Source: an optimization exercise on an open RTL-to-GDS flow (aim: small area, a short achievable clock period and few clock cycles). Production flows keep margins and buffers that such runs may drop.
At most, simulation tests tie the RTL to the original design; equivalence was not proved.
Power and IR drop assume default switching activity.

==> flow/design.v (excerpt) <==
module div_fsm#(
    parameter   DATAWIDTH = 10'd57
)
(
    input                         clk,
    input                         rst_n,
    input                         en,
    input     [DATAWIDTH-1:0]     dividend,
    input     [DATAWIDTH-1:0]     divisor,
    output                        ready,
    output    [DATAWIDTH-1:0]     quotient,
    output    [DATAWIDTH-1:0]     remainder,
    output                        vld_out
);
localparam W  = DATAWIDTH;
localparam K1 = 16;              
localparam K2 = 4;               
reg  [W-1:0] r_q;                
reg  [W-1:0] r_r;                
reg  [W-1:0] r_d;                
reg  [5:0]   r_cnt;              
reg          r_busy;
reg          r_vld;
assign ready     = ~r_busy;
assign vld_out   = r_vld;
assign quotient  = r_q;
assign remainder = r_r;
wire start = en & ~r_busy;
wire [W-1:0] m;
genvar gi;
generate
    for (gi = 0; gi < W; gi = gi + 1) begin : g_m
  ...
clock: 6.0 ns
lec_check: 0
abc_clock_period_in_ps: 2500
cap_margin: 20
core_margin: 2
core_utilization: 40
setup_slack_margin: 3.2
slew_margin: 20
run.sh (not shown) runs the stock make flow with config.mk's settings and CLKGATE_MAP_FILE= SYNTH_SCRIPT=/design/flow/synth_recipe.tcl, a recipe that flattens the netlist after the stock synthesis.
The baseline completed without violations.
Then changed:
- ABC_CLOCK_PERIOD_IN_PS: 2500 -> 3000
- SETUP_SLACK_MARGIN: 3.2 -> 2.5
=> The changed run completed with no timing, DRC or antenna violations; routed wire length went down by 6.9%; non-clock buffer count shrinks by 99; critical path depth shrinks by 2; area after synthesis is unchanged.
Then changed:
- ABC_CLOCK_PERIOD_IN_PS: 3000 -> not set
- SETUP_SLACK_MARGIN: 2.5 -> not set
Result: Count of clock-buffer cells in the layout fell by 2; fmax fell by 25%; total power went down by about 12%.
Function was not checked in any run of this note: the RTL went through the layout flow alone.

========
job 6464:
div_fsm, a different RTL version from the one above (not shown whole).
For scale: about 190 flip-flops, ~230 I/O pins.
export LEC_CHECK = 0
export ABC_CLOCK_PERIOD_IN_PS = 3000
export CAP_MARGIN = 20
export CORE_MARGIN = 2
export CORE_UTILIZATION = 40
export CTS_BUF_LIST = sky130_fd_sc_hd__clkbuf_4 sky130_fd_sc_hd__clkbuf_8
export GPL_ROUTABILITY_DRIVEN = 0
export SETUP_SLACK_MARGIN = 2.5
export SLEW_MARGIN = 20
create_clock -name core_clock -period 6.0 [get_ports {clk}]
standard.sh (not shown) runs the stock make flow with config.mk's settings and CLKGATE_MAP_FILE= SYNTH_SCRIPT=/design/flow/synth_recipe.tcl, a recipe that flattens the netlist after the stock synthesis.
==> flow/flow/run.sh <==
#!/bin/bash
# The standard layout, with buf_1 as the port buffer cell instead of the
# cell buffer_ports picks by default.
set -euo pipefail
export BUFFER_PORTS_ARGS="-buffer_cell sky130_fd_sc_hd__buf_1"
bash standard.sh > standard.log 2>&1
Testbench counts of job 6464, summed over its fixed seeds: cycles 33,212.
The following lists how job 2872 was set up differently from job 6464:
Settings: a deleted GPL_ROUTABILITY_DRIVEN that had been 0; an added TNS_END_PERCENT of 30; a change of SETUP_SLACK_MARGIN from 2.5 to 2.6.
[summary]
- Capturing element of the worst setup path: r_r[55] -> job 2872, r_r[53] -> job 6464
- Going from job 6464 to job 2872, net switching power of the design grew by a little under 10%.
- Job 2872 has total power above what job 6464 had.
- Cmp job 2872 vs job 6464: wire length of the first global-routing pass higher in job 2872
- The core of job 2872 is more densely filled than that of job 6464.
- For wire length, dividing the value from job 2872 by the value from job 6464 gives 1.07.
- Job 2872: combinational share of power higher than job 6464
- Job 2872 vs. job 6464: slew of the pin with the lowest slew margin went up by 0.068 ns, number of nets in the finished design rose 0.95%, count of clock-buffer cells in the layout rose 3.
Input changes introduced in job 9430 (baseline for comparison: job 2872):
Settings: swapping 2.6 for 2.7 in SETUP_SLACK_MARGIN; clearing TNS_END_PERCENT, which used to be 30.
Notes after the runs:
Wire length of the first global-routing pass across job 2872 and job 9430: no real change.
Comparing job 2872 and job 9430, the higher required time reported for the critical path endpoint was measured on job 9430.
The run with more setup slack is job 9430; job 2872 has less.
Beginning of the critical path: r_r[0] -> job 2872, r_d[0] -> job 9430
Relative to job 2872, the layout clock buffer count of job 9430 is higher by 18%.

========
Another version of the RTL of div_fsm (not shown whole).
Size: about 190 flip-flops, roughly 230 I/O pins.
==> flow/config.mk <==
export PLATFORM = sky130hd
export DESIGN_NAME = div_fsm
export DESIGN_NICKNAME = div_fsm
export VERILOG_FILES = /design/flow/design.v
export SDC_FILE = /design/flow/constraint.sdc
export NUM_CORES = 4
export LEC_CHECK = 0
export ABC_CLOCK_PERIOD_IN_PS = 3000
export CAP_MARGIN = 20
export CORE_MARGIN = 2
export CORE_UTILIZATION = 40
export CTS_BUF_LIST = sky130_fd_sc_hd__clkbuf_4 sky130_fd_sc_hd__clkbuf_8
export SETUP_SLACK_MARGIN = 2.4
export SLEW_MARGIN = 20
==> flow/constraint.sdc <==
create_clock -name core_clock -period 6.0 [get_ports {clk}]
set_input_delay 1.2000 -clock core_clock [delete_from_list [all_inputs] [get_ports {clk}]]
set_output_delay 1.2000 -clock core_clock [all_outputs]
set_load 0.01 [all_outputs]
Scripts as last shown in full above: flow/flow/run.sh
Testbench counts at the start, summed over its fixed seeds: cycles 33,212.
Change:
--- a/flow/flow/run.sh
+++ b/flow/flow/run.sh
@@ -3 +3 @@
-# cell buffer_ports picks by default.
+# cell buffer_ports picks by default, and power recovery after global route.
@@ -6 +6 @@
-bash standard.sh > standard.log 2>&1
+bash standard.sh RECOVER_POWER=100 finish > standard.log 2>&1
Settings changed: SETUP_SLACK_MARGIN 2.4 to 2.5.
After rerunning:
- The new run finished but failed the layout checks on capacitance limit, slew limit
- final cell count barely changes
- flip-flop and latch count does not change
- non-clock buffer count came out higher by 7
- wire length increases by 1.1%

========
lane 1:
div_fsm with an RTL version that a note above also has.
Size: roughly 1600 cells after synthesis, about 0.013 mm^2 of cells after synthesis.
clock: 6.0 ns
lec_check: 0
abc_clock_period_in_ps: 3000
cap_margin: 20
core_margin: 2
core_utilization: 40
cts_buf_list: sky130_fd_sc_hd__clkbuf_4 sky130_fd_sc_hd__clkbuf_8
setup_slack_margin: 2.5
slew_margin: 20
==> flow/flow/run.sh <==
#!/bin/bash
# The standard layout, with buf_1 as the port buffer cell instead of the
# cell buffer_ports picks by default.
set -euo pipefail
export BUFFER_PORTS_ARGS="-buffer_cell sky130_fd_sc_hd__buf_1"
bash standard.sh > standard.log 2>&1
Testbench counts of lane 1, summed over its fixed seeds: cycles 33,212.
Modified inputs, lane 2 compared to lane 1
- an added ABC_AREA of 1
--- outcome ---
Post-layout minimum cycle time: lane 2 > lane 1. Lane 2: global routing usage on met1 3.7 points above lane 1. Delta (lane 2 minus lane 1): power shows an increase of 0.25 mW; full die area shows a reduction of about 1.4%; post-route met1 wirelength shows an increase of 2.4 mm. Lane 1 reports its highest layer used for signal routing as met5 while lane 2 reports met4. Of lane 2 and lane 1, the run reporting the higher post-synthesis share of cell area spent on and, or, nand and nor gates was lane 2. Per the comparison of lane 2 with lane 1, area growth from synthesis to layout went up 14 points; sequential power went down 12%; maximum vdd ir drop went down 33 uV; non-clock buffer count went up 51. For lane 2, the cell type of the slowest stage on the worst timing path was dfxtp_4, unlike lane 1, where it was dfxtp_1. The setup slack at placement of lane 2 falls short of that of lane 1 by 0.42 ns.
[inputs] lane 3 vs lane 2
- CTS_CLUSTER_SIZE: unset -> 20
- ABC_AREA: 1 -> unset
- CTS_CLUSTER_DIAMETER: unset -> 60
Findings:
- On post-synthesis instance area: between lane 2 and lane 3, it ends up lower for lane 2.
- The lower number of instances in the synthesized netlist came out of lane 3.
- Lane 3 vs. lane 2: worst setup slack went up by 0.72 ns.
- Net switching power of the design: lane 3 better than lane 2
- Compared with lane 2, lane 3 shows a lower design area.
- Sort lane 2 and lane 3 by number of buffers and inverters on the critical path asc -> top: lane 3
- [lane 3] share of total power in combinational logic fell 5.5 points relative to lane 2
- In lane 3, the detailed-router iteration count before antenna repair came out 2 above the value in lane 2.
- Lane 3 vs. lane 2: time the worst path needs with I/O delays and setup has decreased, fraction of met2 tracks used by global routing has decreased.
Inputs modified between lane 3 and lane 4:
- removing CTS_CLUSTER_DIAMETER (formerly 60)
- removing CTS_CLUSTER_SIZE (formerly 20)
- setting PLACE_DENSITY to 0.65 for the first time
- changing CORE_UTILIZATION from 40 to 50
==> comparison <==
Measured against each other, lane 3 and lane 4 differ in maximum single-stage delay on the critical path, the higher figure coming from lane 3.
Lane 4 ends up with lower portion of total power attributed to the clock network than lane 3 does.
On lane 4: global-route total usage across every layer is 5.1 points higher than what lane 3 gave.
For lane 4, the launching instance or port of the critical path was r_r[6], unlike lane 3, where it was r_r[21].
In the reports for lane 3 and lane 4, the larger minimum clock period belongs to lane 4.
Looking at highest-delay cell along the critical path, the dfxtp_1 result is from lane 3; the dfxtp_2 one comes from lane 4.
Internal power summed over all cells went up slightly going from lane 3 to lane 4.
The fraction of the cycle the final worst path needs in lane 4 sits 1.4 points above the value recorded for lane 3.

========
Setup of tundra:
div_fsm with an RTL version that a note above also has.
Size: about 230 I/O pins, ~0.014 mm^2 of cells after synthesis.
Settings: LEC_CHECK=0, ABC_CLOCK_PERIOD_IN_PS=3000, CAP_MARGIN=20, CORE_MARGIN=2, CORE_UTILIZATION=40, SETUP_SLACK_MARGIN=3.0, SLEW_MARGIN=20; clock period 6.0 ns.
Scripts as last shown in full above: flow/flow/run.sh
Testbench counts of tundra, summed over its fixed seeds: cycles 33,212.
What pepper does differently from tundra at the input level:
Settings: SETUP_SLACK_MARGIN now 2.5, was 3.0; PLACE_DENSITY now 0.75, previously not set; CORE_UTILIZATION now 60, was 40.
==> summary.txt <==
Total clock network power across tundra and pepper: no real change. Design area on pepper is down relative to tundra. or4_4 as the cell with the biggest individual delay on the critical path was reported by tundra, and nor2_1 by pepper. pepper improves on tundra in routed wire length. Violation count after the first detailed-routing iteration ends up higher on pepper. Actual slew at the worst max-slew pin ended up 0.052 ns higher on pepper than on tundra. Number of standard cells in the final layout excluding fillers, tundra and pepper: lower on pepper. Run comparison: tundra worst setup path startpoint r_wb[2]; pepper worst setup path startpoint r_wb[1]. Area enclosed by the die boundary for pepper: about 33% down relative to tundra. From tundra to pepper the numbers moved as follows: area added between synthesis and finish moved down; non-clock buffer count fell 150; share of power burned in the clock network went up. For tundra, the end point of the critical path was r_r[15], unlike pepper, where it was r_r[53].
[inputs] garnet vs pepper
Settings: PLACE_DENSITY removed (was 0.75); CORE_UTILIZATION changed from 60 to 40.
==> summary.txt <==
garnet against pepper: upper clock frequency limit +about 2%; path depth of the worst reg2reg path +2. [diff] final area, garnet relative to pepper: regression. Compared to pepper, garnet has total power 1.9% lower. In garnet the fraction of power consumed by the clock network turned out 0.5 points lower than in pepper. garnet and pepper ended up with nearly the same register area.

==> port drivers added, routing unchanged <==
No port has a modelled driver above. Below, the same layouts with a new extraction and two added sets of constraints. Step 1, drivers: a clkbuf_16 drives clk and a buf_2 each remaining input, both assumed. Step 2 also shifts input and output timing later by t, the mid clock arrival at the registers, as if the neighbouring blocks saw the same clock. a / b / c = ideal / step 1 / step 2; a / b = the first two.
| run | t, ns | setup WS [ns] | worst data-port slew with drivers (ns) | cell pins on the clock port's net |
|---|---|---|---|---|
| the first run of note 1 | 0.534 | 2.389 / 2.389 / 2.389 | 0.08 | 1 |
| the second run of note 1 | 0.512 | 2.458 / 2.458 / 2.347 | 0.07 | 1 |
| the third run of note 1 | 0.506 | 1.299 / 1.299 / 1.299 | 0.08 | 1 |
| job 6464 | 0.544 | 2.527 / 2.527 / 2.015 | 0.04 | 1 |
| job 2872 | 0.562 | 2.491 / 2.491 / 2.137 | 0.04 | 1 |
| job 9430 | 0.550 | 2.624 / 2.624 / 2.268 | 0.04 | 1 |
| the first run of note 3 | 0.575 | 2.465 / 2.465 / 2.088 | 0.06 | 1 |
| the second run of note 3 | 0.570 | 1.425 / 1.425 / 1.051 | 0.06 | 1 |
| lane 1 | 0.560 | 2.537 / 2.537 / 2.170 | 0.04 | 1 |
| lane 2 | 0.568 | 1.816 / 1.816 / 1.635 | 0.04 | 1 |
| lane 3 | 0.560 | 2.537 / 2.537 / 2.170 | 0.04 | 1 |
| lane 4 | 0.524 | 2.454 / 2.454 / 2.237 | 0.05 | 1 |
| tundra | 0.512 | 2.571 / 2.571 / 2.509 | 0.05 | 1 |
| pepper | 0.490 | 2.479 / 2.479 / 2.226 | 0.05 | 1 |
| garnet | 0.510 | 2.545 / 2.545 / 2.281 | 0.06 | 1 |
For job 6464, which loses most, drivers alone change the setup slack by 0.000 ns; drivers and shift together by -0.512 ns.
